This design comes from an exercise in tuning for small area, a short achievable clock period and few clock cycles per item on the open sky130 flow, not from production work.
RTL that was checked went through simulation tests only; none was proved equivalent to the original.
Only the layout flow was run in runs 2 to 6; the RTL was not checked for function there.

## design/flow/flow/run.sh

```bash
#!/bin/bash
set -euo pipefail
export BUFFER_PORTS_ARGS="-buffer_cell sky130_fd_sc_hd__buf_2"
bash standard.sh > standard.log 2>&1
```

## design/flow/standard.sh

```bash
#!/bin/bash
# synth_recipe.tcl (not shown) runs the flow's synth.tcl, then flattens the netlist and writes it again
# the make line also repeats each setting of config.mk as NAME=value (left out here)
make -C /OpenROAD-flow-scripts/flow DESIGN_CONFIG=/design/flow/config.mk WORK_HOME=/design/flow/orfs CLKGATE_MAP_FILE= SYNTH_SCRIPT=/design/flow/synth_recipe.tcl "${@:-finish}"
```

## design/flow/config.mk

```make
export PLATFORM = sky130hd
export DESIGN_NAME = initialization
export DESIGN_NICKNAME = initialization
export VERILOG_FILES = /design/flow/design.v
export SDC_FILE = /design/flow/constraint.sdc
export NUM_CORES = 4
export LEC_CHECK = 0
export CAP_MARGIN = 40
export CORE_MARGIN = 2
export CORE_UTILIZATION = 35
export CTS_CLUSTER_DIAMETER = 80
export CTS_CLUSTER_SIZE = 40
export GPL_ROUTABILITY_DRIVEN = 0
export SETUP_SLACK_MARGIN = 2.55
export SLEW_MARGIN = 40
```

## design/flow/constraint.sdc

```tcl
create_clock -name core_clock -period 5.0 [get_ports {clk}]
set_input_delay 1.0000 -clock core_clock [delete_from_list [all_inputs] [get_ports {clk}]]
set_output_delay 1.0000 -clock core_clock [all_outputs]
set_load 0.01 [all_outputs]
```

## design/flow/design.v

```verilog
`timescale 1ns/1ps
module sbox(
    input  [63:0] x0, x1, x2, x3, x4,
    output [63:0] n0, n1, n2, n3, n4,
    output [63:0] l0, l1, l2, l3, l4
    );
    assign n0 = x1 & ~(x4 ^ x2 ^ x0);
    assign l0 = x3 ^ x2 ^ x0;
    assign n1 = (x1 | x2 | x3) & ~(x1 & x2 & x3);
    assign l1 = x4 ^ x0;
    assign n2 = x4 & ~x3;
    assign l2 = ~(x2 ^ x1);
    assign n3 = (x4 ^ x3) & ~x0;
    assign l3 = x2 ^ x1 ^ x0;
    assign n4 = x1 & ~(x4 ^ x0);
    assign l4 = x4 ^ x3;
endmodule
`timescale 1ns / 1ps
module linear_sub(
    input  [63:0] n0, n1, n2, n3, n4,
    input  [63:0] l0, l1, l2, l3, l4,
    input  [63:0] k3, k4,
    output [63:0] o0, o1, o2, o3, o4
    );
    function [63:0] ror(input [63:0] x, input integer n);
        ror = (x >> n) | (x << (64 - n));
    endfunction
    function [63:0] sig(input [63:0] x, input integer a, input integer b);
        sig = x ^ ror(x, a) ^ ror(x, b);
    endfunction
    assign o0 = sig(n0, 19, 28) ^ sig(l0, 19, 28);
    assign o1 = sig(n1, 61, 39) ^ sig(l1, 61, 39);
    assign o2 = sig(n2, 1, 6)   ^ sig(l2, 1, 6);
    assign o3 = sig(n3, 10, 17) ^ (sig(l3, 10, 17) ^ k3);
    assign o4 = sig(n4, 7, 41)  ^ (sig(l4, 7, 41) ^ k4);
endmodule
`timescale 1ns / 1ps
module RND_Const(
    input  [63:0] x2_in,
    input  [3:0]  rnd,
    output [63:0] x2_out
);
    wire [3:0] hi = 4'd15 - rnd;
    assign x2_out = x2_in ^ {56'd0, hi, rnd};
endmodule
`timescale 1ns / 1ps
module Perm(
    input  [319:0] S,
    input  [3:0]   rnd,
    input  [63:0]  k3, k4,
    output [319:0] S_out
    );
    wire [63:0] x0, x1, x2, x3, x4;
    assign {x0, x1, x2, x3, x4} = S;
    wire [63:0] c2;
    RND_Const L1(.x2_in(x2), .rnd(rnd), .x2_out(c2));
    wire [63:0] n0, n1, n2, n3, n4, l0, l1, l2, l3, l4;
    sbox L2(.x0(x0), .x1(x1), .x2(c2), .x3(x3), .x4(x4),
            .n0(n0), .n1(n1), .n2(n2), .n3(n3), .n4(n4),
            .l0(l0), .l1(l1), .l2(l2), .l3(l3), .l4(l4));
    linear_sub L3(.n0(n0), .n1(n1), .n2(n2), .n3(n3), .n4(n4),
            .l0(l0), .l1(l1), .l2(l2), .l3(l3), .l4(l4), .k3(k3), .k4(k4),
            .o0(S_out[319:256]), .o1(S_out[255:192]), .o2(S_out[191:128]),
            .o3(S_out[127:64]), .o4(S_out[63:0]));
endmodule
`timescale 1ns / 1ps
module initialization(
    input [127:0] key,
    input [127:0] nonce,
    input clk,
    input rst,
    input start,
    output reg finish,
    output reg [319:0] state
 );
   localparam [63:0] IV = 64'h00001000808c0001;
   reg        busy;
   reg [3:0]  rnd;
   reg        last;    
   wire [127:0] kx = last ? key : 128'd0;
   wire [319:0] nxt;
   Perm P(.S(state), .rnd(rnd), .k3(kx[127:64]), .k4(kx[63:0]), .S_out(nxt));
   always @(posedge clk) begin
      if (rst) begin
         busy   <= 1'b0;
         finish <= 1'b0;
      end else if (start && !busy) begin
         busy   <= 1'b1;
         finish <= 1'b0;
      end else if (busy && last) begin
         busy   <= 1'b0;
         finish <= 1'b1;
      end
   end
   always @(posedge clk) begin
      if (busy) begin
         state <= nxt;
         rnd   <= rnd + 4'd1;
         last  <= (rnd == 4'd10);
      end else if (start) begin
         state <= {IV, key, nonce};
         rnd   <= 4'd0;
         last  <= 1'b0;
      end
   end
endmodule
```

==> results.py, run 1 <==
metrics = {
    "logic_synthesis": {
        "synthArstFlopShare_pct": 0,
        "yosysTopAreaCell": "edfxtp_1",
        "synthTopCellsByArea": "edfxtp_1 (32%), xnor2_1 (19%), ha_1 (7.7%)",
        "synthCells": 2800,
        "syn_avg_cell_area_um2": 11.06,
        "synth_edf_count": 325,
        "yosysWarnings": 2,
        "ys_seq_elements": 327,
        "ys_types": 34,
        "synth_fp_nets": 3250,
        "syn_area_um2": 30980,
        "synth_seq_area_share_pct": 31.64,
        "ys.flop_type": "edfxtp_1",
        "synth_top_area_share_pct": 31.51,
    },
    "sta": {
        "worst_pin_slew_ns": 0.9318,
        "clock_skew_ns": 0.02783,
        "relSlewSlack_pct": 37.43,
        "min_period_ns": 2.573,
        "fmax_mhz": 388.6,
        "rsz0062_at_grt": "true",
        "hold_viol_final": 0,
        "setup_violations": 0,
        "fin_ws_ns": 2.427,
        "hold_slack_ns": 0.5248,
        "drv_slew": 0,
        "fin_tns_setup_ns": 0,
        "fin_crit_sh_pct": 51.46,
    },
    "placement": {
        "port_buffers": 579,
        "dp_cells": 4502,
        "pre_cts_ws_ns": 2.078,
        "dp_hpwl_mm": 127.8,
    },
    "final_layout": {
        "register_area_um2": 9803,
        "layout.cells.most_common": "buf_2",
        "multi_input_area_um2": 22440,
        "final_cell_mix": "buf_2 (580), xnor2_1 (516), edfxtp_1 (325), nand2_1 (234), inv_1 (192)",
        "area_delta_synth_final_pct": 26.98,
        "nNetsFinal": 3893,
        "drive_above_1_share_pct": 33.11,
        "fin_cells": 4642,
        "nFillCells": 8509,
    },
    "job": {
        "max_cap_violations": 0,
    },
    "clocking": {
        "cts_buffers": 29,
        "clockBufferDepth": 3,
        "clkSinkCount": 327,
        "root_buffer": "clkbuf_16",
        "cts.clk_slew.worst_paths_ns": 0.08,
        "htreeDepth": 1,
        "cts_tree": "built",
        "clk_latency_ns": 0.63,
    },
    "hold_path": {
        "whs_endpoint": "finish$_SDFFE_PP0P_",
        "hp-class": "reg -> reg",
        "hold-path-cell-count": 2,
        "worstHoldStart": "finish$_SDFFE_PP0P_",
    },
    "setup_path": {
        "worstPathMaxFanout": 6,
        "r2r.worst_path.cells": 7,
        "criticalPathCategory": "reg -> reg",
        "r2r_slack_ns": 2.43,
        "start_kind": "flip-flop",
        "end_kind": "flip-flop",
        "r2r_start": "state[253]$_DFFE_PP_",
        "cp.required_ns": 5.49,
        "cp.arrival_ns": 3.06,
        "timing.rr.end": "state[253]$_DFFE_PP_",
    },
    "floorplanning": {
        "ios": 580,
        "die-area_um2": 90900,
        "start_util_pct": 35.16,
        "die_w_um": 301.5,
        "core-area_um2": 88100,
        "placementRows": 109,
        "die_h_um": 301.5,
    },
    "route": {
        "wl_met3_mm": 19.74,
        "num_vias": 24825,
        "ant_nets": 0,
        "dr_wl_met2_mm": 66.50,
        "drt_wl_total_mm": 153.6,
        "firstDrtPassIters": 6,
        "highest_layer": "met5",
        "vias_per_cell": 5.348,
        "route.detailed.drc": 0,
        "drt_iter0_markers": 2902,
        "m1WireLength_mm": 53.58,
        "routedWlPerCell_um": 33.09,
    },
    "grt": {
        "grt_max_degree": 93,
        "grt_overflow": 0,
        "antenna_found_initial": 33,
        "grt_pass1_vias": 23859,
        "grt_pass1_wl_mm": 202.2,
        "track_usage_pct": 32.82,
    },
    "outcome": {
        "status": "timing/DRC/antenna clean",
    },
}
## registers in the layout, summed over array words and instances (netlist names)
register / count
last: 1
rnd: 4
state: 320
finish: 1
busy: 1
## synth_stat cells, types with 2 or more instances
master / count
ha_1: 191
xnor2_2: 23
buf_1: 11
edfxtp_1: 325
and2_1: 15
or2_1: 5
mux2_4: 2
clkbuf_1: 44
or2_2: 11
xor3_1: 56
inv_1: 193
xor2_1: 222
mux2i_1: 121
o21ai_0: 44
dfxtp_1: 2
nand2_1: 234
buf_2: 16
nor2_1: 155
xor2_2: 11
mux2_2: 133
buf_4: 2
o21ai_1: 3
clkbuf_2: 3
a21oi_1: 125
nor2b_1: 63
o31ai_1: 3
nand2b_1: 7
xnor3_1: 100
xnor2_1: 675
## per-layer routing
metal,track usage (%),up-vias
met5,0,-
met4,22.73,36
met3,12.32,464
met2,49.68,1579
met1,38.47,12193
li1,-,10553
## area by class of cell
cell class | count | share of cell area [%]
sequential | 327 | 24.92
clock buffer | 34 | 1.893
multi-input combinational | 2204 | 57.04
clock inverter | 18 | 0.5281
timing repair buffer | 688 | 9.976
inverter | 193 | 1.851
tap | 1165 | 3.706
antenna | 13 | 0.08271
## through the flow
step	util (%)	area [um2]
5_1_grt	44.62	39310
4_1_cts	43.16	38020
6_report	44.64	39330
3_5_place_dp	40.70	35850
2_1_floorplan	-	30980
3_3_place_gp	40.09	35320
## worst max-delay path, cell delays in order (launching register included)
cell and delay, ns:
edfxtp_1 0.47, inv_1 0.09, ha_1 0.15, mux2i_1 0.11, xnor2_2 0.59, xnor2_1 0.19
xnor2_1 0.56, mux2_2 0.28
## cell families after synthesis
kind of cell / Yosys count / synth area share (%)
adders and majority gates: 191 / 7.715
DFF: 327 / 31.64
buffers and inverters: 269 / 3.361
muxes: 256 / 8.842
xor gates and xnor gates: 1087 / 38.72
and+or+nand+nor: 495 / 6.879
AOI/OAI and AO/OA: 175 / 2.852
## worst max-delay path by stage
stage                         startpoint              endpoint
floorplan                          start    last$_SDFFCE_PN0P_
global placement    rnd[1]$_SDFFCE_PN0P_  state[196]$_DFFE_PP_
detailed placement  rnd[1]$_SDFFCE_PN0P_  state[196]$_DFFE_PP_
CTS                 rnd[1]$_SDFFCE_PN0P_  state[196]$_DFFE_PP_
global route        state[235]$_DFFE_PP_  state[196]$_DFFE_PP_
finish              state[253]$_DFFE_PP_  state[253]$_DFFE_PP_
## timing repair
| action | CTS | global route |
|---|---|---|
| resized for setup | 128 | 98 |
| hold endpoints to repair | 0 | 0 |
| pin swaps | 3 | 24 |
| hold buffers | 0 | 0 |
| setup buffers | 21 | 54 |
| endpoints found under the setup margin | 200 | 153 |
Testbench counts, summed over its fixed seeds: cycles 5,000, items 384.
==> run 2, diff against run 1 <==
--- a/design/flow/design.v
+++ b/design/flow/design.v
@@ -8,3 +8,3 @@
     assign l0 = x3 ^ x2 ^ x0;
-    assign n1 = (x1 | x2 | x3) & ~(x1 & x2 & x3);
+    assign n1 = (x1 ^ x2) | (x2 ^ x3);
     assign l1 = x4 ^ x0;
--- a/design/flow/config.mk
+++ b/design/flow/config.mk
@@ -7,3 +7,3 @@
 export LEC_CHECK = 0
-export CAP_MARGIN = 40
+export CAP_MARGIN = 20
 export CORE_MARGIN = 2
@@ -13,3 +13,3 @@
 export GPL_ROUTABILITY_DRIVEN = 0
-export SETUP_SLACK_MARGIN = 2.55
-export SLEW_MARGIN = 40
+export SETUP_SLACK_MARGIN = 2.6
+export SLEW_MARGIN = 20
==> results.py, run 2 <==
metrics = {
    "setup_path": {
        "criticalPathCategory": "reg -> reg",
        "end_kind": "flip-flop",
        "start_kind": "flip-flop",
        "worstPathMaxFanout": 7,
        "critical-path-top-delay-family": "XOR/XNOR gates",
        "critPathSlowestCell": "xnor3_2",
        "cp.arrival_ns": 2.94,
        "cp_slowest_stage_delay_ns": 0.65,
        "critPathBufInv": 0,
        "cp.required_ns": 5.40,
        "cp_cell_sequence": "or3_1, nand2_1, xnor2_4, xnor3_2, mux2_2",
    },
    "logic_synthesis": {
        "synth_top_area_share_pct": 31.71,
        "ys_seq_elements": 327,
        "yosysWarnings": 2,
        "synthCells": 2683,
        "synthArstFlopShare_pct": 0,
        "synth_fp_nets": 3008,
        "synth_seq_area_share_pct": 31.84,
        "yosysTopAreaCell": "edfxtp_1",
        "synthTopCellsByArea": "edfxtp_1 (32%), xnor3_1 (16%), xnor2_1 (14%)",
        "syn_area_um2": 30780,
        "synth_most_common_cell": "xnor2_1",
        "synthTopCellsByCount": "xnor2_1 (485), edfxtp_1 (325), xor2_1 (275), nand2_1 (228), xnor3_1 (215)",
        "ys.flop_type": "edfxtp_1",
        "synth_edf_count": 325,
        "ys_types": 33,
        "syn_avg_cell_area_um2": 11.47,
    },
    "grt": {
        "grt_max_degree": 167,
        "grt_pass1_vias": 23317,
        "grtUsageMet1_pct": 38.94,
        "track_usage_pct": 33.29,
        "grt_overflow": 0,
        "antenna_found_initial": 35,
        "grtUsageMet3_pct": 12.15,
        "grtUsageMet2_pct": 50.86,
        "grt_pass1_wl_mm": 202.5,
        "grt-busiest-layer": "met2",
    },
    "placement": {
        "dp_hpwl_mm": 126.3,
        "pre_cts_ws_ns": 2.069,
        "placed_area_um2": 35210,
        "port_buffers": 579,
    },
    "final_layout": {
        "layout.cells.most_common": "buf_2",
        "regMostFlops": "state",
        "reg_top3": "state (320), rnd (4)",
        "area_delta_synth_final_pct": 31.29,
        "fin_area_um2": 40410,
        "largest_reg_flops": 320,
        "drive_above_1_share_pct": 37.65,
        "nFillCells": 8119,
        "final_cell_mix": "buf_2 (572), edfxtp_1 (325), xnor2_1 (308), xor2_1 (242), nand2_1 (227)",
        "nNetsFinal": 3748,
    },
    "floorplanning": {
        "die_w_um": 300.6,
        "die-area_um2": 90330,
        "core-area_um2": 87020,
        "placementRows": 108,
        "ios": 580,
        "start_util_pct": 35.37,
        "die_h_um": 300.6,
    },
    "job": {
        "max_cap_violations": 0,
    },
    "sta": {
        "fin_tns_setup_ns": 0,
        "setup_violations": 0,
        "rsz0062_at_grt": "true",
        "relSlewSlack_pct": 24.60,
        "hold_slack_ns": 0.5186,
        "hold_viol_final": 0,
        "fmax_mhz": 393.0,
        "min_period_ns": 2.544,
        "worst_pin_slew_ns": 1.123,
        "fin_ws_ns": 2.456,
        "fin_crit_sh_pct": 50.89,
        "clock_skew_ns": 0.02938,
        "drv_slew": 0,
    },
    "route": {
        "routedWlPerCell_um": 33.98,
        "route.detailed.drc": 0,
        "vias_per_cell": 5.454,
        "drt_wl_total_mm": 157.1,
        "num_vias": 25215,
        "firstDrtPassIters": 5,
        "ant_nets": 0,
        "drt_iter0_markers": 3436,
    },
    "hold_path": {
        "hp-class": "in -> reg",
    },
    "clocking": {
        "clkSinkCount": 327,
        "clockBufferDepth": 3,
        "htreeDepth": 1,
        "root_buffer": "clkbuf_16",
        "cts_tree": "built",
        "cts_buffers": 31,
        "clk_latency_ns": 0.65,
        "cts_hold_buf": 0,
        "cts.clk_slew.worst_paths_ns": 0.09,
    },
    "outcome": {
        "status": "timing/DRC/antenna clean",
    },
}
## run 2: changes by cell type after synthesis, sizes merged, moves of 41 or more
cell   previous run  this run
xnor2           698       497
ha              191        66
xnor3           100       219
mux2i           121         9
inv             193       105
xor2            233       278
nor2            156       197
## run 2: cell families after synthesis
logic type | synth area share, %
AND/OR/NAND/NOR | 10.65
flip-flops | 31.84
buffers and inverters | 2.333
AO/OA/AOI/OAI | 3.154
adder cells (fa/ha/maj) | 2.683
multiplexers | 4.976
XOR/XNOR | 44.36
## run 2: per-layer routing
metal / wire (um) / part of all wire, % / vias to the layer above
met1: 52750 / 34 / 12358
met2: 68980 / 44 / 1808
met3: 21490 / 14 / 429
met5: 165 / 0.11 / -
met4: 13700 / 8.7 / 24
li1: - / - / 10596
## run 2: final timing paths
kind,cells after the start,endpoint,start,slack [ns]
max,5,state[244]$_DFFE_PP_,state[244]$_DFFE_PP_,2.46
min,2,busy$_SDFFE_PP0P_,rst,0.52
max reg2reg,5,state[244]$_DFFE_PP_,state[244]$_DFFE_PP_,2.46
min reg2reg,2,finish$_SDFFE_PP0P_,finish$_SDFFE_PP0P_,0.55
## run 2: repair_timing
item,in CTS,in global routing
endpoints found under the hold margin,0,0
pin swaps,31,52
gates resized for setup,211,165
setup buffers,73,100
gates cloned,2,0
endpoints found under the setup margin,496,166
## run 2: metrics by stage
stage               util [%]  std cells
detailed placement     40.45       4370
CTS                    44.24       4503
floorplan                  -       2683
finish                 46.44       4623
global placement       40.39       4369
global route           46.40       4612
## run 2: layout make-up
cell class,instances,area [um2],area share (%)
Inverter,105,394.1,0.9753
Antenna cell,20,50.05,0.1239
Timing Repair Buffer,786,4848,12.00
Sequential cell,327,9803,24.26
Clock buffer,31,775.7,1.920
Tap cell,1155,1445,3.576
Clock inverter,27,357.8,0.8855
Multi-Input combinational cell,2172,22740,56.26
## run 2: worst reg2reg max path, stage by stage (launching register included)
cell and delay, ns:
edfxtp_1 0.51, or3_1 0.38, nand2_1 0.16, xnor2_4 0.28, xnor3_2 0.66, mux2_2 0.30
==> run 3, diff against run 2 <==
--- a/design/flow/design.v
+++ b/design/flow/design.v
@@ -8,3 +8,3 @@
     assign l0 = x3 ^ x2 ^ x0;
-    assign n1 = (x1 ^ x2) | (x2 ^ x3);
+    assign n1 = (x1 | x2 | x3) & ~(x1 & x2 & x3);
     assign l1 = x4 ^ x0;
@@ -77,7 +77,9 @@
    reg        busy;
-   reg [3:0]  rnd;
+   reg [3:0]  rnd;     
    reg        last;    
+   wire       go = start && !busy;
    wire [127:0] kx = last ? key : 128'd0;
+   wire [319:0] src = busy ? state : {IV, key, nonce};
    wire [319:0] nxt;
-   Perm P(.S(state), .rnd(rnd), .k3(kx[127:64]), .k4(kx[63:0]), .S_out(nxt));
+   Perm P(.S(src), .rnd(rnd), .k3(kx[127:64]), .k4(kx[63:0]), .S_out(nxt));
    always @(posedge clk) begin
@@ -86,8 +88,19 @@
          finish <= 1'b0;
-      end else if (start && !busy) begin
+         rnd    <= 4'd0;
+         last   <= 1'b0;
+      end else if (go) begin
          busy   <= 1'b1;
          finish <= 1'b0;
-      end else if (busy && last) begin
-         busy   <= 1'b0;
-         finish <= 1'b1;
+         rnd    <= 4'd1;
+         last   <= 1'b0;
+      end else if (busy) begin
+         if (last) begin
+            busy   <= 1'b0;
+            finish <= 1'b1;
+            rnd    <= 4'd0;
+            last   <= 1'b0;
+         end else begin
+            rnd    <= rnd + 4'd1;
+            last   <= (rnd == 4'd10);
+         end
       end
@@ -95,11 +108,4 @@
    always @(posedge clk) begin
-      if (busy) begin
+      if (go || busy)
          state <= nxt;
-         rnd   <= rnd + 4'd1;
-         last  <= (rnd == 4'd10);
-      end else if (start) begin
-         state <= {IV, key, nonce};
-         rnd   <= 4'd0;
-         last  <= 1'b0;
-      end
    end
--- a/design/flow/config.mk
+++ b/design/flow/config.mk
@@ -10,6 +10,3 @@
 export CORE_UTILIZATION = 35
-export CTS_CLUSTER_DIAMETER = 80
-export CTS_CLUSTER_SIZE = 40
-export GPL_ROUTABILITY_DRIVEN = 0
-export SETUP_SLACK_MARGIN = 2.6
+export SETUP_SLACK_MARGIN = 2.2
 export SLEW_MARGIN = 20
==> results.py, run 3 <==
metrics = {
    "floorplanning": {
        "placementRows": 110,
        "core-area_um2": 89740,
        "die_h_um": 304.6,
        "ios": 580,
        "die_w_um": 304.6,
        "start_util_pct": 35.24,
        "die-area_um2": 92780,
    },
    "logic_synthesis": {
        "synthTopCellsByArea": "edfxtp_1 (30%), xnor2_1 (18%), xor2_1 (11%)",
        "synth.area.mux_share_pct": 12.36,
        "synth_seq_area_share_pct": 30.83,
        "synth_top_family_by_area": "XOR/XNOR gates",
        "syn_area_um2": 31630,
        "synthSimpleGateAreaFrac_pct": 4.914,
        "synth_compound_area_share_pct": 4.265,
        "synth_fp_nets": 3189,
        "yosysTopAreaCell": "edfxtp_1",
        "synth_xor_xnor_area_share_pct": 36.84,
        "synthCells": 2744,
        "ys_types": 48,
        "synth_most_common_cell": "xnor2_1",
        "ys.flop_type": "edfxtp_1",
        "synth_edf_count": 320,
        "syn_avg_cell_area_um2": 11.53,
        "ys_seq_elements": 327,
        "synth_top_area_share_pct": 30.38,
        "synthArstFlopShare_pct": 0,
        "synthAdderAreaFrac_pct": 7.359,
        "yosysWarnings": 2,
        "synthTopCellsByCount": "xnor2_1 (633), xor2_1 (398), edfxtp_1 (320), nand2_1 (268), mux2i_1 (208)",
    },
    "sta": {
        "relSlewSlack_pct": 48.57,
        "hold_slack_ns": 0.4840,
        "fmax_mhz": 344.5,
        "setup_violations": 0,
        "fin_crit_sh_pct": 58.06,
        "clock_skew_ns": 0.01685,
        "fin_tns_setup_ns": 0,
        "min_period_ns": 2.903,
        "drv_slew": 0,
        "hold_viol_final": 0,
        "rsz0062_at_grt": "true",
        "worst_pin_slew_ns": 0.7660,
        "fin_ws_ns": 2.097,
    },
    "clocking": {
        "cts_buffers": 43,
        "htreeDepth": 2,
        "cts.clk_slew.worst_paths_ns": 0.06,
        "cts_hold_buf": 0,
        "cts_tree": "built",
        "root_buffer": "clkbuf_16",
        "clkSinkCount": 327,
        "clockBufferDepth": 3,
        "clk_latency_ns": 0.60,
    },
    "setup_path": {
        "cp_slowest_stage_delay_ns": 0.55,
        "cp.required_ns": 5.30,
        "start_kind": "flip-flop",
        "criticalPathCategory": "reg -> reg",
        "worstPathMaxFanout": 39,
        "r2r.worst_path.cells": 8,
        "r2r_start": "busy$_SDFF_PP0_",
        "critical-path-top-delay-family": "buffers and inverters",
        "critPathBufInv": 4,
        "timing.rr.end": "state[278]$_DFFE_PP_",
        "end_kind": "flip-flop",
        "cp.arrival_ns": 3.20,
        "r2r_slack_ns": 2.10,
        "critPathSlowestCell": "xor3_1",
        "cp_cell_sequence": "buf_12, buf_12, mux2i_1, inv_1, mux2i_1, xnor2_1, buf_4, xor3_1",
    },
    "grt": {
        "grt_max_degree": 115,
        "grtUsageMet3_pct": 8.372,
        "track_usage_pct": 31.19,
        "grtUsageMet1_pct": 38.60,
        "grtUsageMet2_pct": 50.33,
        "grt-busiest-layer": "met2",
        "grt_pass1_vias": 24055,
        "grt_overflow": 0,
        "antenna_found_initial": 24,
        "grt_pass1_wl_mm": 199.1,
    },
    "final_layout": {
        "nNetsFinal": 3913,
        "area_delta_synth_final_pct": 31.68,
        "fin_area_um2": 41640,
        "layout.cells.most_common": "buf_2",
        "final_cell_mix": "buf_2 (579), xnor2_1 (481), edfxtp_1 (320), xor2_1 (312), nand2_1 (267)",
        "reg_top3": "state (320), rnd (4)",
        "largest_reg_flops": 320,
        "drive_above_1_share_pct": 36.46,
        "regMostFlops": "state",
    },
    "route": {
        "routedWlPerCell_um": 32.23,
        "drt_wl_total_mm": 150.9,
        "vias_per_cell": 5.322,
        "num_vias": 24916,
        "route.detailed.drc": 0,
        "drt_iter0_markers": 2598,
        "ant_nets": 0,
        "firstDrtPassIters": 7,
    },
    "hold_path": {
        "hold-path-cell-count": 2,
        "whs_endpoint": "finish$_SDFFE_PP0P_",
        "worstHoldStart": "finish$_SDFFE_PP0P_",
        "hp-class": "reg -> reg",
    },
    "placement": {
        "place_congestion": 0.9790,
        "pre_cts_ws_ns": 1.119,
        "placed_area_um2": 36620,
        "dp_hpwl_mm": 123.7,
        "port_buffers": 579,
    },
    "outcome": {
        "status": "timing/DRC/antenna clean",
    },
    "job": {
        "max_cap_violations": 0,
    },
}
-- run 3: cell types whose count changed in the layout (fill, tap and decap cells not counted), sizes merged, moves of 63 or more --
cell,change
nor2,-181
mux2i,+256
a21oi,-72
xnor3,-142
xor2,+126
ha,+120
xnor2,+167
mux2,-70
xor3,-63
-- run 3: worst max-delay path by stage --
stage | from | to | slack (ns) | depth (start not counted)
detailed placement | busy$_SDFF_PP0_ | state[68]$_DFFE_PP_ | 1.12 | 6
global route | busy$_SDFF_PP0_ | state[96]$_DFFE_PP_ | 2.08 | 10
finish | busy$_SDFF_PP0_ | state[278]$_DFFE_PP_ | 2.10 | 8
CTS | busy$_SDFF_PP0_ | state[114]$_DFFE_PP_ | 2.00 | 8
floorplan | busy$_SDFF_PP0_ | state[0]$_DFFE_PP_ | 0.99 | 8
global placement | busy$_SDFF_PP0_ | state[68]$_DFFE_PP_ | 1.05 | 6
-- run 3: routing by layer --
metal / up-vias / wire length (um) / share of wire, %
met1: 12488 / 56580 / 37
met3: 335 / 15580 / 10
met4: 26 / 8865 / 5.9
li1: 10699 / - / -
met2: 1368 / 69720 / 46
met5: - / 160 / 0.11
-- run 3: what timing repair did --
action,in CTS,in global routing
pin swaps,15,16
resized for setup,197,135
cloned,2,6
endpoints found under the setup margin,565,217
buffers inserted,29,42
-- run 3: cells by family after synthesis --
family | Yosys count
XOR/XNOR | 1157
buffers and inverters | 197
adder cells (fa/ha/maj) | 186
AO/OA/AOI/OAI | 192
flip-flops | 327
AND/OR/NAND/NOR | 362
multiplexers | 323
-- run 3: area by class of cell --
type                       instances  area (um2)
timing repair buffer             757        4838
clock buffer                      57        1201
sequential                       327        9757
clock inverter                    22       311.5
fill                            8338       48090
inverter                         119       446.7
multi-input combinational       2220       23610
antenna                            4       10.01
tap                             1176        1471
-- run 3: stage by stage --
step | cells | utilization [%]
floorplan | 2744 | -
global placement | 4520 | 40.81
detailed placement | 4520 | 40.81
CTS | 4630 | 44.71
global route | 4679 | 46.40
finish | 4682 | 46.41
-- run 3: tightest hold or removal path, stage by stage, from the launching register on --
cell and delay [ns]:
dfxtp_1 0.32, nand2b_1 0.07, a21oi_1 0.06
==> run 4, diff against run 3 <==
--- a/design/flow/design.v
+++ b/design/flow/design.v
@@ -81,3 +81,9 @@
    wire [127:0] kx = last ? key : 128'd0;
-   wire [319:0] src = busy ? state : {IV, key, nonce};
+   reg  [7:0]   sel;
+   wire [319:0] init = {IV, key, nonce};
+   reg  [319:0] src;
+   integer g;
+   always @(*)
+      for (g = 0; g < 8; g = g + 1)
+         src[g*40 +: 40] = sel[g] ? state[g*40 +: 40] : init[g*40 +: 40];
    wire [319:0] nxt;
@@ -107,2 +113,5 @@
    end
+   always @(posedge clk)
+      for (g = 0; g < 8; g = g + 1)
+         sel[g] <= !rst && (go || (sel[g] && !last));
    always @(posedge clk) begin
==> results.py, run 4 <==
metrics = {
    "outcome": {
        "status": "timing/DRC/antenna clean",
    },
    "logic_synthesis": {
        "synth_most_common_cell": "xnor2_1",
        "syn_area_um2": 32390,
        "synth_edf_count": 320,
        "synth_top_area_share_pct": 29.67,
        "ys_types": 36,
        "synthTopCellsByCount": "xnor2_1 (542), xor2_1 (520), edfxtp_1 (320), nand2_1 (253), mux2i_1 (199)",
        "ys.flop_type": "edfxtp_1",
        "synth_fp_nets": 3192,
        "synthArstFlopShare_pct": 0,
        "synth_seq_area_share_pct": 30.60,
        "ys_seq_elements": 335,
        "syn_avg_cell_area_um2": 11.79,
        "yosysTopAreaCell": "edfxtp_1",
        "synthCells": 2747,
        "synthTopCellsByArea": "edfxtp_1 (30%), xnor2_1 (15%), xor2_1 (14%)",
        "yosysWarnings": 2,
    },
    "route": {
        "ant_nets": 0,
        "firstDrtPassIters": 5,
        "vias_per_cell": 5.198,
        "drt_iter0_markers": 2773,
        "route.detailed.drc": 0,
        "routedWlPerCell_um": 34.17,
        "num_vias": 24388,
        "drt_wl_total_mm": 160.3,
    },
    "clocking": {
        "htreeDepth": 2,
        "root_buffer": "clkbuf_16",
        "cts_buffers": 44,
        "clockBufferDepth": 3,
        "cts.clk_slew.worst_paths_ns": 0.07,
        "cts_tree": "built",
        "clk_latency_ns": 0.62,
        "clkSinkCount": 335,
    },
    "final_layout": {
        "nNetsFinal": 3912,
        "reg_top3": "state (320), sel (8), rnd (4)",
        "finish.utilization_pct": 45.08,
        "area_delta_synth_final_pct": 27.60,
        "layout.cells.most_common": "buf_2",
        "final_cell_mix": "buf_2 (579), xnor2_1 (480), xor2_1 (444), edfxtp_1 (320), nand2_1 (253)",
        "drive_above_1_share_pct": 37.41,
        "regMostFlops": "state",
        "largest_reg_flops": 320,
    },
    "floorplanning": {
        "start_util_pct": 35.33,
        "die_w_um": 308.2,
        "placementRows": 111,
        "ios": 580,
        "die_h_um": 308.2,
        "die-area_um2": 94980,
        "core-area_um2": 91660,
    },
    "placement": {
        "place_congestion": 1.073,
        "pre_cts_ws_ns": 1.153,
        "dp_hpwl_mm": 132.9,
        "port_buffers": 579,
    },
    "setup_path": {
        "start_kind": "flip-flop",
        "criticalPathCategory": "reg -> reg",
        "end_kind": "flip-flop",
        "worstPathMaxFanout": 7,
        "cp.required_ns": 5.36,
        "cp.arrival_ns": 3.21,
    },
    "sta": {
        "fin_tns_setup_ns": 0,
        "fmax_mhz": 350.4,
        "min_period_ns": 2.854,
        "relSlewSlack_pct": 37.77,
        "setup_violations": 0,
        "fin_ws_ns": 2.146,
        "rsz0062_at_grt": "true",
        "drv_slew": 0,
        "hold_viol_final": 0,
        "fin_crit_sh_pct": 57.08,
        "clock_skew_ns": 0.03589,
        "worst_pin_slew_ns": 0.9303,
    },
    "grt": {
        "grt_pass1_wl_mm": 207.2,
        "grt_overflow": 0,
        "grt_pass1_vias": 23830,
        "antenna_found_initial": 12,
        "track_usage_pct": 32.66,
        "grt_max_degree": 89,
    },
    "hold_path": {
        "hp-class": "reg -> reg",
    },
    "job": {
        "max_cap_violations": 0,
    },
}
## run 4: cell types whose count changed after synthesis, moves of 58 or more
cell / delta
xor2_1: +122
xnor2_2: +114
xnor2_1: -91
inv_1: +82
xnor3_1: -77
mux2i_4: +64
nor2_1: +58
## run 4: final cells by class
class                   instances  area [um2]
well taps                    1186        1484
fillers                      8695       50340
clock buffers                  52        1152
inverters                     193       724.4
clock inverters                29       207.7
repair buffers                731        4538
multi-input cells            2162       23270
flip-flops and latches        335        9940
diodes                          4       10.01
## run 4: metal layers
layer | vias up | routed length [um] | global-route usage (%)
li1 | 10368 | - | -
met1 | 12043 | 59820 | 40.30
met2 | 1562 | 71420 | 51.32
met3 | 401 | 16680 | 8.411
met4 | 14 | 12300 | 19.47
met5 | - | 81 | 0
## run 4: kinds of logic (layout without fill, tap and decap cells)
family                     Yosys count  count (layout)  synth area share, %
AOI/OAI and AO/OA                   20              20               0.4018
DFF                                335             335                30.60
muxes                              379             379                16.70
xor gates and xnor gates          1227            1227                37.04
other                                0               4                    0
buffers and inverters              250            1005                3.836
and+or+nand+nor                    350             350                4.234
adders and majority gates          186             186                7.186
## run 4: path summary, 6_finish.rpt
| path | start | endpoint | slack (ns) | depth (start not counted) |
|---|---|---|---|---|
| worst max-delay path | sel[4]$_DFF_P_ | state[184]$_DFFE_PP_ | 2.15 | 7 |
| worst min-delay path | finish$_SDFFE_PP0P_ | finish$_SDFFE_PP0P_ | 0.49 | 2 |
| worst max register to register | sel[4]$_DFF_P_ | state[184]$_DFFE_PP_ | 2.15 | 7 |
| worst min register to register | finish$_SDFFE_PP0P_ | finish$_SDFFE_PP0P_ | 0.49 | 2 |
## run 4: stage by stage
stage          instance area, um2  cells  hold slack, ns
6_report                    41320   4692          0.4862
5_1_grt                     41320   4689          0.5055
3_3_place_gp                36870   4516          0.4713
2_1_floorplan               32390   2747          0.4959
3_5_place_dp                36870   4516          0.4761
4_1_cts                     40090   4643          0.4859
## run 4: critical path, cell delays in order (launching register included)
cell and delay (ns):
dfxtp_4 0.45, buf_4 0.16, buf_4 0.29, mux2i_4 0.32
ha_1 0.32, xnor2_1 0.66, xnor2_1 0.23, xnor2_1 0.16
## run 4: what timing repair did
action,CTS,global route
pin swaps,8,16
hold buffers,0,0
setup endpoints to repair,300,138
buffers inserted,46,43
gates resized for setup,167,81
cloned,0,2
==> run 5, diff against run 4 <==
--- a/design/flow/config.mk
+++ b/design/flow/config.mk
@@ -10,3 +10,3 @@
 export CORE_UTILIZATION = 35
-export SETUP_SLACK_MARGIN = 2.2
+export SETUP_SLACK_MARGIN = 2.4
 export SLEW_MARGIN = 20
==> results.py, run 5 <==
metrics = {
    "route": {
        "highest_layer": "met5",
        "drt_iter0_markers": 2723,
        "wl_met3_mm": 16.58,
        "num_vias": 25656,
        "vias_per_cell": 5.242,
        "route.detailed.drc": 0,
        "routedWlPerCell_um": 33.64,
        "firstDrtPassIters": 5,
        "m1WireLength_mm": 61.72,
        "ant_nets": 0,
        "drt_wl_total_mm": 164.6,
        "dr_wl_met2_mm": 74.06,
    },
    "hold_path": {
        "hp-class": "reg -> reg",
        "worstHoldStart": "finish$_SDFFE_PP0P_",
        "hold-path-cell-count": 2,
        "whs_endpoint": "finish$_SDFFE_PP0P_",
    },
    "logic_synthesis": {
        "synthArstFlopShare_pct": 0,
        "ys_seq_elements": 335,
        "synth_seq_area_share_pct": 30.60,
        "synth_fp_nets": 3192,
        "synth_top_area_share_pct": 29.67,
        "synthCells": 2747,
        "synthTopCellsByArea": "edfxtp_1 (30%), xnor2_1 (15%), xor2_1 (14%)",
        "synth_edf_count": 320,
        "ys_types": 36,
        "synth_most_common_cell": "xnor2_1",
        "syn_avg_cell_area_um2": 11.79,
        "syn_area_um2": 32390,
        "ys.flop_type": "edfxtp_1",
        "yosysTopAreaCell": "edfxtp_1",
        "yosysWarnings": 2,
        "synthTopCellsByCount": "xnor2_1 (542), xor2_1 (520), edfxtp_1 (320), nand2_1 (253), mux2i_1 (199)",
    },
    "clocking": {
        "clk_latency_ns": 0.62,
        "cts_tree": "built",
        "cts_buffers": 45,
        "clkSinkCount": 335,
        "root_buffer": "clkbuf_16",
        "cts.clk_slew.worst_paths_ns": 0.06,
        "cts_hold_buf": 0,
        "htreeDepth": 2,
        "clockBufferDepth": 3,
    },
    "grt": {
        "grt_max_degree": 81,
        "grt_pass1_wl_mm": 212.2,
        "grt_pass1_vias": 24646,
        "grt_overflow": 0,
        "track_usage_pct": 33.37,
        "antenna_found_initial": 15,
    },
    "setup_path": {
        "criticalPathCategory": "reg -> reg",
        "r2r_start": "sel[5]$_DFF_P_",
        "r2r.worst_path.cells": 8,
        "critPathSlowestCell": "dfxtp_4",
        "timing.rr.end": "state[268]$_DFFE_PP_",
        "cp_cell_sequence": "buf_16, buf_4, mux2i_4, mux2i_1, xnor2_2, buf_4, xor2_1, xnor2_1",
        "r2r_slack_ns": 2.31,
        "worst_path_most_repeated_cell": "buf_4",
        "end_kind": "flip-flop",
        "cp.required_ns": 5.37,
        "cp.arrival_ns": 3.06,
        "worstPathMaxFanout": 19,
        "critPathBufInv": 3,
        "cp_slowest_stage_delay_ns": 0.46,
        "critical-path-top-delay-family": "multiplexers",
        "start_kind": "flip-flop",
    },
    "floorplanning": {
        "die_w_um": 308.2,
        "placementRows": 111,
        "die-area_um2": 94980,
        "core-area_um2": 91660,
        "ios": 580,
        "die_h_um": 308.2,
        "start_util_pct": 35.33,
    },
    "sta": {
        "min_period_ns": 2.689,
        "relSlewSlack_pct": 46.86,
        "setup_violations": 0,
        "fmax_mhz": 371.9,
        "hold_slack_ns": 0.4889,
        "clock_skew_ns": 0.03022,
        "hold_viol_final": 0,
        "fin_tns_setup_ns": 0,
        "fin_crit_sh_pct": 53.78,
        "worst_pin_slew_ns": 0.7971,
        "rsz0062_at_grt": "true",
        "drv_slew": 0,
    },
    "final_layout": {
        "largest_reg_flops": 320,
        "final_cell_mix": "buf_2 (579), xnor2_1 (427), xor2_1 (347), edfxtp_1 (320), nand2_1 (230)",
        "regMostFlops": "state",
        "drive_above_1_share_pct": 48.57,
        "nNetsFinal": 4113,
        "area_delta_synth_final_pct": 45.04,
        "layout.cells.most_common": "buf_2",
        "reg_top3": "state (320), sel (8), rnd (4)",
    },
    "outcome": {
        "status": "timing/DRC/antenna clean",
    },
    "placement": {
        "port_buffers": 579,
        "place_congestion": 1.021,
        "dp_hpwl_mm": 132.6,
    },
    "job": {
        "max_cap_violations": 0,
    },
}
run 5: cell counts after synthesis:
No cell type changed its count.
run 5: per-layer routing:
metal | track usage, % | vias to the layer above
met5 | 0 | -
met4 | 19.69 | 18
met3 | 7.751 | 393
met2 | 52.13 | 1527
li1 | - | 10714
met1 | 42.10 | 13004
run 5: per-stage QoR:
stage / std cells / setup slack, ns / area (um2) / utilization (%)
5_1_grt: 4891 / 2.285 / 46960 / 51.24
2_1_floorplan: 2747 / 1.249 / 32400 / -
3_3_place_gp: 4528 / 1.403 / 36990 / 40.36
4_1_cts: 4783 / 2.328 / 43910 / 47.91
3_5_place_dp: 4528 / 1.397 / 36990 / 40.36
6_report: 4894 / 2.311 / 46970 / 51.24
run 5: cell families (layout without fill, tap and decap cells):
| logic type | Yosys count | in the layout | share of synthesized area, % |
|---|---|---|---|
| simple gates | 350 | 350 | 4.234 |
| compound gates | 20 | 20 | 0.4018 |
| mux | 379 | 379 | 16.70 |
| buf+inv | 250 | 1207 | 3.836 |
| other cells | 0 | 4 | 0 |
| xor+xnor | 1227 | 1227 | 37.04 |
| fa+ha+maj | 186 | 186 | 7.186 |
| flops | 335 | 335 | 30.60 |
run 5: worst max-delay path by stage:
stage                               from  cells past startpoint                    to  slack, ns
final                     sel[5]$_DFF_P_                      8  state[268]$_DFFE_PP_       2.31
after global routing      sel[4]$_DFF_P_                     11  state[224]$_DFFE_PP_       2.29
after CTS                 sel[0]$_DFF_P_                     10   state[90]$_DFFE_PP_       2.33
after detailed placement  sel[7]$_DFF_P_                      7   state[54]$_DFFE_PP_       1.40
after global placement    sel[7]$_DFF_P_                      7   state[54]$_DFFE_PP_       1.40
after floorplan                    start                      1    state[0]$_DFFE_PP_       1.25
run 5: final cells by class:
| type | instances | area [um2] |
|---|---|---|
| Clock buffer | 56 | 1177 |
| Sequential cell | 335 | 9943 |
| Antenna cell | 4 | 10.01 |
| Multi-Input combinational cell | 2162 | 26330 |
| Tap cell | 1186 | 1484 |
| Inverter | 193 | 724.4 |
| Fill cell | 7993 | 44690 |
| Clock inverter | 27 | 285.3 |
| Timing Repair Buffer | 931 | 7019 |
run 5: worst min-delay path, stage by stage (launching register included):
cell and delay [ns]:
dfxtp_1 0.32, nand2b_1 0.07, a21oi_1 0.06
run 5: repair_timing:
| item | in CTS | in global routing |
|---|---|---|
| gates resized for setup | 402 | 291 |
| endpoints found under the setup margin | 320 | 227 |
| setup buffers | 171 | 106 |
| pin swaps | 69 | 64 |
| gates cloned | 1 | 1 |
==> run 6, diff against run 5 <==
--- a/design/flow/design.v
+++ b/design/flow/design.v
@@ -81,3 +81,3 @@
    wire [127:0] kx = last ? key : 128'd0;
-   reg  [7:0]   sel;
+   reg  [31:0]  sel;
    wire [319:0] init = {IV, key, nonce};
@@ -86,4 +86,4 @@
    always @(*)
-      for (g = 0; g < 8; g = g + 1)
-         src[g*40 +: 40] = sel[g] ? state[g*40 +: 40] : init[g*40 +: 40];
+      for (g = 0; g < 32; g = g + 1)
+         src[g*10 +: 10] = sel[g] ? state[g*10 +: 10] : init[g*10 +: 10];
    wire [319:0] nxt;
@@ -114,3 +114,3 @@
    always @(posedge clk)
-      for (g = 0; g < 8; g = g + 1)
+      for (g = 0; g < 32; g = g + 1)
          sel[g] <= !rst && (go || (sel[g] && !last));
--- a/design/flow/config.mk
+++ b/design/flow/config.mk
@@ -10,3 +10,6 @@
 export CORE_UTILIZATION = 35
-export SETUP_SLACK_MARGIN = 2.4
+export CTS_CLUSTER_DIAMETER = 80
+export CTS_CLUSTER_SIZE = 40
+export GPL_ROUTABILITY_DRIVEN = 0
+export SETUP_SLACK_MARGIN = 2.5
 export SLEW_MARGIN = 20
==> results.py, run 6 <==
metrics = {
    "outcome": {
        "status": "timing/DRC/antenna clean",
    },
    "final_layout": {
        "largest_reg_flops": 320,
        "fin_cells": 4815,
        "final_cell_mix": "buf_2 (579), xnor2_1 (446), xor2_1 (404), edfxtp_1 (320), nand2_1 (247)",
        "regMostFlops": "state",
        "finish.utilization_pct": 47.97,
        "nNetsFinal": 4038,
        "layout.cells.most_common": "buf_2",
        "drive_above_1_share_pct": 42.30,
        "reg_top3": "state (320), sel (32), rnd (4)",
        "area_delta_synth_final_pct": 35.73,
        "nFillCells": 8382,
    },
    "route": {
        "vias_per_cell": 5.298,
        "firstDrtPassIters": 5,
        "drt_wl_total_mm": 159.6,
        "route.detailed.drc": 0,
        "ant_nets": 0,
        "routedWlPerCell_um": 33.14,
        "drt_iter0_markers": 2798,
        "num_vias": 25509,
    },
    "grt": {
        "grt_max_degree": 87,
        "grt_overflow": 0,
        "grt_pass1_wl_mm": 208.6,
        "grt_pass1_vias": 24405,
        "antenna_found_initial": 32,
        "track_usage_pct": 32.59,
    },
    "placement": {
        "pre_cts_ws_ns": 1.438,
        "dp_hpwl_mm": 131.6,
        "port_buffers": 579,
        "dp_cells": 4579,
    },
    "logic_synthesis": {
        "synth.area.mux_share_pct": 15.12,
        "synth_top_area_share_pct": 29.66,
        "synthArstFlopShare_pct": 0,
        "synth_seq_area_share_pct": 32.07,
        "synthTopCellsByCount": "xnor2_1 (562), xor2_1 (524), edfxtp_1 (320), nand2_1 (253), mux2i_1 (223)",
        "syn_avg_cell_area_um2": 11.47,
        "synthCells": 2824,
        "ys.flop_type": "edfxtp_1",
        "synth_xor_xnor_area_share_pct": 36.63,
        "synth_edf_count": 320,
        "synth_most_common_cell": "xnor2_1",
        "synthSimpleGateAreaFrac_pct": 4.728,
        "ys_types": 37,
        "synthTopCellsByArea": "edfxtp_1 (30%), xnor2_1 (15%), xor2_1 (14%)",
        "ys_seq_elements": 359,
        "syn_area_um2": 32390,
        "yosysTopAreaCell": "edfxtp_1",
        "synth_top_family_by_area": "XOR/XNOR gates",
        "synth_compound_area_share_pct": 0.7493,
        "yosysWarnings": 2,
        "synth_fp_nets": 3269,
        "synthAdderAreaFrac_pct": 7.184,
    },
    "floorplanning": {
        "core-area_um2": 91660,
        "start_util_pct": 35.34,
        "die-area_um2": 95010,
        "ios": 580,
        "die_w_um": 308.2,
        "placementRows": 111,
        "die_h_um": 308.2,
    },
    "sta": {
        "hold_slack_ns": 0.4978,
        "fmax_mhz": 379.1,
        "min_period_ns": 2.638,
        "setup_violations": 0,
        "hold_viol_final": 0,
        "drv_slew": 0,
        "rsz0062_at_grt": "true",
        "worst_pin_slew_ns": 1.027,
        "relSlewSlack_pct": 31.03,
        "fin_crit_sh_pct": 52.76,
        "clock_skew_ns": 0.03132,
        "fin_tns_setup_ns": 0,
        "fin_ws_ns": 2.362,
    },
    "clocking": {
        "htreeDepth": 1,
        "cts.clk_slew.worst_paths_ns": 0.08,
        "root_buffer": "clkbuf_16",
        "clkSinkCount": 359,
        "cts_tree": "built",
        "clockBufferDepth": 3,
        "clk_latency_ns": 0.65,
        "cts_buffers": 31,
        "cts_hold_buf": 0,
    },
    "hold_path": {
        "hp-class": "reg -> reg",
    },
    "setup_path": {
        "worst_path_most_repeated_cell": "mux2i_1",
        "worstPathMaxFanout": 11,
        "cp.required_ns": 5.37,
        "end_kind": "flip-flop",
        "cp_slowest_stage_delay_ns": 0.56,
        "critPathSlowestCell": "xnor2_2",
        "critical-path-top-delay-family": "XOR/XNOR gates",
        "criticalPathCategory": "reg -> reg",
        "cp.arrival_ns": 3.01,
        "start_kind": "flip-flop",
        "cp_cell_sequence": "mux2i_1, mux2i_1, xnor2_2, xor2_1, xnor2_1",
        "critPathBufInv": 0,
    },
    "job": {
        "max_cap_violations": 0,
    },
}
## run 6: cell count changes in the layout (fill, tap and decap cells not counted), sizes merged, moves of 12 or more
| cell | previous run | this run |
|---|---|---|
| dfxtp | 15 | 39 |
| nand2b | 16 | 39 |
| clkinv | 17 | 5 |
| a21oi | 12 | 37 |
| clkbuf | 57 | 32 |
| buf | 930 | 795 |
| inv | 195 | 211 |
## run 6: per-stage QoR
stage	instance area [um2]
after global routing	43960
after floorplan	32690
after CTS	41910
after detailed placement	37100
after global placement	37090
final	43970
## run 6: final cells by class
type                    count  area [um2]  area share, %
flip-flops and latches    359       10490          23.86
well taps                1186        1484          3.375
repair buffers            796        5291          12.03
diodes                     12       30.03        0.06829
multi-input cells        2212       24840          56.49
clock inverters            26       332.8         0.7569
clock buffers              31       775.7          1.764
inverters                 193       724.4          1.648
## run 6: cell families after synthesis
| logic type | after synthesis |
|---|---|
| buffers and inverters | 253 |
| adder cells (fa/ha/maj) | 186 |
| AND/OR/NAND/NOR | 375 |
| XOR/XNOR | 1228 |
| multiplexers | 378 |
| AO/OA/AOI/OAI | 45 |
| flip-flops | 359 |
## run 6: worst paths after layout
check	slack (ns)	end	startpoint	depth (start not counted)
worst max-delay path	2.36	state[288]$_DFFE_PP_	sel[25]$_DFF_P_	5
worst min register to register	0.50	finish$_SDFFE_PP0P_	finish$_SDFFE_PP0P_	2
worst max register to register	2.36	state[288]$_DFFE_PP_	sel[25]$_DFF_P_	5
worst min-delay path	0.50	finish$_SDFFE_PP0P_	finish$_SDFFE_PP0P_	2
## run 6: timing repair
item | in CTS | in global routing
setup buffers | 96 | 70
pin swaps | 35 | 33
cloned | 0 | 1
gates resized for setup | 354 | 183
endpoints found under the setup margin | 320 | 186
## run 6: worst min-delay path, cell delays in order, from the launching register on
cell and delay, ns:
dfxtp_1 0.33, nand2b_1 0.07, a21oi_1 0.06
## run 6: metal layers
metal  track usage (%)  wire length [um]
met5                 0               172
met1             39.89             57550
met3             7.723             17180
met2             51.82             72430
met4             20.18             12230
==> run 7, diff against run 6 <==
--- a/design/flow/design.v
+++ b/design/flow/design.v
@@ -77,15 +77,7 @@
    reg        busy;
-   reg [3:0]  rnd;     
+   reg [3:0]  rnd;
    reg        last;    
-   wire       go = start && !busy;
    wire [127:0] kx = last ? key : 128'd0;
-   reg  [31:0]  sel;
-   wire [319:0] init = {IV, key, nonce};
-   reg  [319:0] src;
-   integer g;
-   always @(*)
-      for (g = 0; g < 32; g = g + 1)
-         src[g*10 +: 10] = sel[g] ? state[g*10 +: 10] : init[g*10 +: 10];
    wire [319:0] nxt;
-   Perm P(.S(src), .rnd(rnd), .k3(kx[127:64]), .k4(kx[63:0]), .S_out(nxt));
+   Perm P(.S(state), .rnd(rnd), .k3(kx[127:64]), .k4(kx[63:0]), .S_out(nxt));
    always @(posedge clk) begin
@@ -94,27 +86,20 @@
          finish <= 1'b0;
-         rnd    <= 4'd0;
-         last   <= 1'b0;
-      end else if (go) begin
+      end else if (start && !busy) begin
          busy   <= 1'b1;
          finish <= 1'b0;
-         rnd    <= 4'd1;
-         last   <= 1'b0;
-      end else if (busy) begin
-         if (last) begin
-            busy   <= 1'b0;
-            finish <= 1'b1;
-            rnd    <= 4'd0;
-            last   <= 1'b0;
-         end else begin
-            rnd    <= rnd + 4'd1;
-            last   <= (rnd == 4'd10);
-         end
+      end else if (busy && last) begin
+         busy   <= 1'b0;
+         finish <= 1'b1;
       end
    end
-   always @(posedge clk)
-      for (g = 0; g < 32; g = g + 1)
-         sel[g] <= !rst && (go || (sel[g] && !last));
    always @(posedge clk) begin
-      if (go || busy)
+      if (busy) begin
          state <= nxt;
+         rnd   <= rnd + 4'd1;
+         last  <= (rnd == 4'd10);
+      end else if (start) begin
+         state <= {IV, key, nonce};
+         rnd   <= 4'd0;
+         last  <= 1'b0;
+      end
    end
==> design/flow/flow/run.sh (replaced) <==
#!/bin/bash
set -euo pipefail
here=$(cd "$(dirname "$0")" && pwd)
export BUFFER_PORTS_ARGS="-buffer_cell sky130_fd_sc_hd__buf_2"
export PRE_GLOBAL_ROUTE_TCL="$here/pre_grt.tcl"
export RECOVER_POWER=100
bash standard.sh > standard.log 2>&1
==> design/flow/flow/pre_grt.tcl (new file) <==
# Sourced before global routing. ORFS's recover_power_helper downsizes gates on
# paths with positive slack; run it against a setup uncertainty equal to the
# design's current setup slack, so that only gates off the critical paths are
# downsized and the worst slack at the design's clock is kept.
rename recover_power_helper my_orig_recover_power_helper
proc recover_power_helper { } {
  set ws [worst_slack -max]
  if { $ws <= 0 } { return }
  puts "recover_power_helper: setup uncertainty $ws ns while downsizing"
  set_clock_uncertainty -setup $ws [all_clocks]
  my_orig_recover_power_helper
  unset_clock_uncertainty -setup [all_clocks]
  puts "recover_power_helper: worst slack after downsizing [worst_slack -max]"
}
==> results.py, run 7 <==
metrics = {
    "floorplanning": {
        "ios": 580,
        "core-area_um2": 88100,
        "die_h_um": 301.5,
        "start_util_pct": 35.16,
        "placementRows": 109,
        "die-area_um2": 90900,
        "die_w_um": 301.5,
    },
    "sta": {
        "fin_ws_ns": 2.350,
        "rsz0062_at_grt": "true",
        "fin_crit_sh_pct": 53.01,
        "fmax_mhz": 377.3,
        "relSlewSlack_pct": 24.45,
        "clock_skew_ns": 0.02492,
        "hold_viol_final": 0,
        "min_period_ns": 2.650,
        "drv_slew": 0,
        "worst_pin_slew_ns": 1.125,
        "setup_violations": 0,
        "fin_tns_setup_ns": 0,
    },
    "clocking": {
        "root_buffer": "clkbuf_16",
        "clkSinkCount": 327,
        "cts_tree": "built",
        "clockBufferDepth": 3,
        "clk_latency_ns": 0.63,
        "cts_buffers": 29,
        "cts.clk_slew.worst_paths_ns": 0.08,
        "htreeDepth": 1,
    },
    "logic_synthesis": {
        "synth_fp_nets": 3250,
        "synthCells": 2800,
        "synthTopCellsByCount": "xnor2_1 (675), edfxtp_1 (325), nand2_1 (234), xor2_1 (222), inv_1 (193)",
        "ys_types": 34,
        "synthArstFlopShare_pct": 0,
        "ys_seq_elements": 327,
        "ys.flop_type": "edfxtp_1",
        "synth_seq_area_share_pct": 31.64,
        "syn_avg_cell_area_um2": 11.06,
        "synthTopCellsByArea": "edfxtp_1 (32%), xnor2_1 (19%), ha_1 (7.7%)",
        "synth_top_area_share_pct": 31.51,
        "synth_edf_count": 325,
        "yosysWarnings": 2,
        "yosysTopAreaCell": "edfxtp_1",
        "syn_area_um2": 30980,
        "synth_most_common_cell": "xnor2_1",
    },
    "final_layout": {
        "largest_reg_flops": 320,
        "drive_above_1_share_pct": 25.12,
        "layout.cells.most_common": "xnor2_1",
        "reg_top3": "state (320), rnd (4)",
        "final_cell_mix": "xnor2_1 (551), buf_2 (380), edfxtp_1 (325), nand2_1 (234), clkbuf_1 (203)",
        "multi_input_area_um2": 21810,
        "register_area_um2": 9803,
        "nFillCells": 8647,
        "nNetsFinal": 3855,
        "area_delta_synth_final_pct": 22.85,
        "regMostFlops": "state",
    },
    "route": {
        "vias_per_cell": 5.375,
        "num_vias": 24742,
        "route.detailed.drc": 0,
        "routedWlPerCell_um": 33.14,
        "drt_wl_total_mm": 152.5,
        "drt_iter0_markers": 2998,
        "firstDrtPassIters": 6,
        "ant_nets": 0,
    },
    "job": {
        "max_cap_violations": 0,
    },
    "grt": {
        "grt_max_degree": 93,
        "grt_pass1_vias": 23632,
        "grt_overflow": 0,
        "track_usage_pct": 32.55,
        "grt_pass1_wl_mm": 200.9,
        "antenna_found_initial": 29,
    },
    "setup_path": {
        "r2r.worst_path.cells": 5,
        "start_kind": "flip-flop",
        "end_kind": "flip-flop",
        "cp.required_ns": 5.35,
        "worstPathMaxFanout": 4,
        "criticalPathCategory": "reg -> reg",
        "cp.arrival_ns": 3.00,
    },
    "hold_path": {
        "hold-path-cell-count": 2,
        "hp-class": "reg -> reg",
    },
    "placement": {
        "port_buffers": 579,
        "pre_cts_ws_ns": 1.698,
        "dp_hpwl_mm": 127.4,
    },
    "outcome": {
        "status": "timing/DRC/antenna clean",
    },
}
-- run 7: worst paths after layout --
kind | from | to | slack (ns)
setup / recovery | state[286]$_SDFFCE_PN0P_ | state[30]$_DFFE_PP_ | 2.35
hold / removal | finish$_SDFFE_PP0P_ | finish$_SDFFE_PP0P_ | 0.56
setup reg to reg | state[286]$_SDFFCE_PN0P_ | state[30]$_DFFE_PP_ | 2.35
hold reg to reg | finish$_SDFFE_PP0P_ | finish$_SDFFE_PP0P_ | 0.56
-- run 7: timing repair --
action	in CTS	in global routing
setup buffers	16	21
pin swaps	2	13
endpoints found under the setup margin	232	187
gates resized for setup	146	84
hold buffers	0	0
gates cloned	0	0
-- run 7: layout make-up --
| class | instances | area share [%] |
|---|---|---|
| inverter | 193 | 1.907 |
| multi-input combinational | 2204 | 57.31 |
| antenna | 11 | 0.07234 |
| sequential | 327 | 25.76 |
| clock inverter | 22 | 0.5721 |
| clock buffer | 31 | 1.927 |
| timing repair buffer | 650 | 8.621 |
| tap | 1165 | 3.831 |
-- run 7: kinds of logic after synthesis --
| kind of cell | count (synthesis) | synth area share, % |
|---|---|---|
| compound gates | 175 | 2.852 |
| buf+inv | 269 | 3.361 |
| flops | 327 | 31.64 |
| simple gates | 495 | 6.879 |
| fa+ha+maj | 191 | 7.715 |
| xor+xnor | 1087 | 38.72 |
| mux | 256 | 8.842 |
-- run 7: critical path: stages (launching register included) --
cell,delay (ns)
edfxtp_1,0.56
xor2_1,0.34
nor2_1,0.12
xnor2_2,0.65
xor3_1,0.57
a21oi_1,0.12
-- run 7: layer usage --
metal  share of wire (%)  track usage (%)  vias to the layer above
li1                    -                -                    10460
met5               0.094                0                        -
met4                 8.4            22.01                       26
met2                  44            49.57                     1611
met1                  35            39.08                    12229
met3                  13            10.68                      416
-- run 7: metrics by stage --
stage               hold WS [ns]  std cells  utilization (%)  instance area (um2)
floorplan                 0.4963       2800                -                30980
global placement          0.5203       4501            40.09                35320
detailed placement        0.5107       4502            40.14                35360
CTS                       0.5236       4571            42.63                37560
global route              0.5616       4595            43.17                38030
finish                    0.5567       4603            43.19                38050
Testbench counts of run 7, summed over its fixed seeds: cycles 5,000, items 384.
==> run 8, diff against run 7 <==
--- a/design/flow/config.mk
+++ b/design/flow/config.mk
@@ -13,3 +13,3 @@
 export GPL_ROUTABILITY_DRIVEN = 0
-export SETUP_SLACK_MARGIN = 2.5
+export SETUP_SLACK_MARGIN = 2.6
 export SLEW_MARGIN = 20
==> results.py, run 8 <==
metrics = {
    "floorplanning": {
        "die_h_um": 301.5,
        "die-area_um2": 90900,
        "core-area_um2": 88100,
        "die_w_um": 301.5,
        "start_util_pct": 35.16,
        "placementRows": 109,
        "ios": 580,
    },
    "final_layout": {
        "reg_top3": "state (320), rnd (4)",
        "finish.utilization_pct": 44.56,
        "nFillCells": 8545,
        "layout.cells.most_common": "xnor2_1",
        "regMostFlops": "state",
        "final_cell_mix": "xnor2_1 (506), edfxtp_1 (325), clkbuf_1 (320), buf_2 (263), nand2_1 (234)",
        "largest_reg_flops": 320,
        "area_delta_synth_final_pct": 26.73,
        "fin_area_um2": 39260,
        "drive_above_1_share_pct": 25.32,
        "nNetsFinal": 3931,
    },
    "grt": {
        "grt_pass1_wl_mm": 202.3,
        "grt_overflow": 0,
        "track_usage_pct": 32.75,
        "antenna_found_initial": 33,
        "grt_pass1_vias": 23940,
        "grt_max_degree": 93,
    },
    "logic_synthesis": {
        "synthArstFlopShare_pct": 0,
        "synthTopCellsByArea": "edfxtp_1 (32%), xnor2_1 (19%), ha_1 (7.7%)",
        "yosysWarnings": 2,
        "synth_most_common_cell": "xnor2_1",
        "ys.flop_type": "edfxtp_1",
        "synth_fp_nets": 3250,
        "syn_avg_cell_area_um2": 11.06,
        "synth_edf_count": 325,
        "synthCells": 2800,
        "syn_area_um2": 30980,
        "yosysTopAreaCell": "edfxtp_1",
        "synth_seq_area_share_pct": 31.64,
        "ys_types": 34,
        "ys_seq_elements": 327,
        "synth_top_area_share_pct": 31.51,
        "synthTopCellsByCount": "xnor2_1 (675), edfxtp_1 (325), nand2_1 (234), xor2_1 (222), inv_1 (193)",
    },
    "route": {
        "route.detailed.drc": 0,
        "ant_nets": 0,
        "routedWlPerCell_um": 32.90,
        "vias_per_cell": 5.357,
        "drt_wl_total_mm": 154.1,
        "firstDrtPassIters": 6,
        "num_vias": 25080,
        "drt_iter0_markers": 2905,
    },
    "sta": {
        "fin_tns_setup_ns": 0,
        "rsz0062_at_grt": "true",
        "clock_skew_ns": 0.02260,
        "min_period_ns": 2.674,
        "hold_viol_final": 0,
        "worst_pin_slew_ns": 0.9853,
        "relSlewSlack_pct": 33.84,
        "fmax_mhz": 374.0,
        "drv_slew": 0,
        "setup_violations": 0,
        "fin_crit_sh_pct": 53.48,
    },
    "clocking": {
        "clk_latency_ns": 0.62,
        "cts_hold_buf": 0,
        "root_buffer": "clkbuf_16",
        "clkSinkCount": 327,
        "htreeDepth": 1,
        "cts_buffers": 29,
        "cts.clk_slew.worst_paths_ns": 0.09,
        "clockBufferDepth": 3,
        "cts_tree": "built",
    },
    "setup_path": {
        "start_kind": "flip-flop",
        "cp.arrival_ns": 3.04,
        "criticalPathCategory": "reg -> reg",
        "cp-startpoint": "rnd[0]$_SDFFCE_PN0P_",
        "r2r_start": "rnd[0]$_SDFFCE_PN0P_",
        "cp.required_ns": 5.37,
        "worstPathMaxFanout": 3,
        "end_kind": "flip-flop",
    },
    "placement": {
        "placed_area_um2": 35360,
        "dp_hpwl_mm": 127.4,
        "port_buffers": 579,
    },
    "outcome": {
        "status": "timing/DRC/antenna clean",
    },
    "job": {
        "max_cap_violations": 0,
    },
    "hold_path": {
        "worstHoldStart": "finish$_SDFFE_PP0P_",
        "hp-class": "reg -> reg",
    },
}
==> run 8: worst paths after layout <==
kind / end / slack (ns) / cells after the start
worst max-delay path: state[260]$_SDFFCE_PN0P_ / 2.33 / 6
worst min-delay path: finish$_SDFFE_PP0P_ / 0.53 / 2
worst max register to register: state[260]$_SDFFCE_PN0P_ / 2.33 / 6
worst min register to register: finish$_SDFFE_PP0P_ / 0.53 / 2
==> run 8: cell families after synthesis <==
| group | after synthesis | synth area share (%) |
|---|---|---|
| buf+inv | 269 | 3.361 |
| flops | 327 | 31.64 |
| simple gates | 495 | 6.879 |
| mux | 256 | 8.842 |
| xor+xnor | 1087 | 38.72 |
| fa+ha+maj | 191 | 7.715 |
| compound gates | 175 | 2.852 |
==> run 8: repair_timing <==
item / 4_1_cts / 5_1_grt
gates resized for setup: 227 / 131
setup endpoints to repair: 330 / 237
setup buffers: 45 / 68
cloned: 0 / 0
pin swaps: 12 / 45
==> run 8: worst max-delay path, stage by stage, from the launching register on <==
cell      delay [ns]
edfxtp_1        0.44
clkbuf_1        0.18
xor3_1          0.39
mux2i_1         0.09
xnor2_1         0.68
nand2_1         0.22
mux2i_1         0.43
==> run 8: metal layers <==
metal  track usage (%)  share of wire (%)
met4             22.17                8.7
met1             39.13                 35
met3             10.85                 12
met5            0.2116               0.14
met2             50.00                 44
==> run 8: cell type report <==
cell class / count / area, um2 / area share, %
timing repair buffer: 726 / 3832 / 9.763
inverter: 193 / 725.7 / 1.849
clock buffer: 31 / 733.2 / 1.868
sequential: 327 / 9803 / 24.97
tap: 1165 / 1458 / 3.713
clock inverter: 22 / 217.7 / 0.5546
multi-input combinational: 2204 / 22450 / 57.19
antenna: 14 / 35.03 / 0.08924
==> run 8: metrics by stage <==
stage | setup slack (ns) | std cells | hold WS (ns)
after detailed placement | 1.698 | 4502 | 0.5107
after global routing | 2.396 | 4672 | 0.5617
after CTS | 2.418 | 4600 | 0.5236
after global placement | 1.677 | 4501 | 0.5203
final | 2.326 | 4682 | 0.5328
after floorplan | 1.204 | 2800 | 0.4963

## static timing again, ports no longer ideal
Ports are ideal in the flow. The routed layouts listed here were re-timed in OpenROAD. Step 1 assumes that a clkbuf_16 drives the clock port and a buf_2 every other input. Step 2, shift: input delay + t, output delay - t, t = (earliest + latest rising clock arrival at the registers) / 2. This alone moves slack from input paths to output paths. a / b / c = no drivers / after step 1 / after step 2; a / b = the first two.
run | shift t [ns] | slack for setup (ns) | hold slack, ns | clock arrival spread, ns | pins driven straight from the clock port
run 1 | 0.686 | 2.427 / 2.427 / 2.278 | 0.525 / 0.525 / 0.525 | 0.029 / 0.028 | 1
run 2 | 0.708 | 2.456 / 2.424 / 2.271 | 0.519 / 0.474 / 0.550 | 0.030 / 0.031 | 1
run 3 | 0.661 | 2.097 / 2.097 / 1.886 | 0.484 / 0.484 / 0.484 | 0.018 / 0.017 | 1
run 4 | 0.670 | 2.146 / 2.146 / 1.764 | 0.486 / 0.486 / 0.486 | 0.036 / 0.037 | 1
run 5 | 0.674 | 2.311 / 2.311 / 1.910 | 0.489 / 0.489 / 0.489 | 0.030 / 0.030 | 1
run 6 | 0.712 | 2.362 / 2.362 / 1.782 | 0.498 / 0.498 / 0.498 | 0.032 / 0.032 | 1
run 7 | 0.688 | 2.350 / 2.350 / 2.136 | 0.557 / 0.545 / 0.557 | 0.027 / 0.026 | 1
run 8 | 0.681 | 2.326 / 2.326 / 2.203 | 0.533 / 0.533 / 0.533 | 0.024 / 0.023 | 1
After both steps every run listed still meets setup and hold. The setup slack of run 6, which loses most, moves by 0.000 ns with the drivers and by -0.580 ns with both steps.
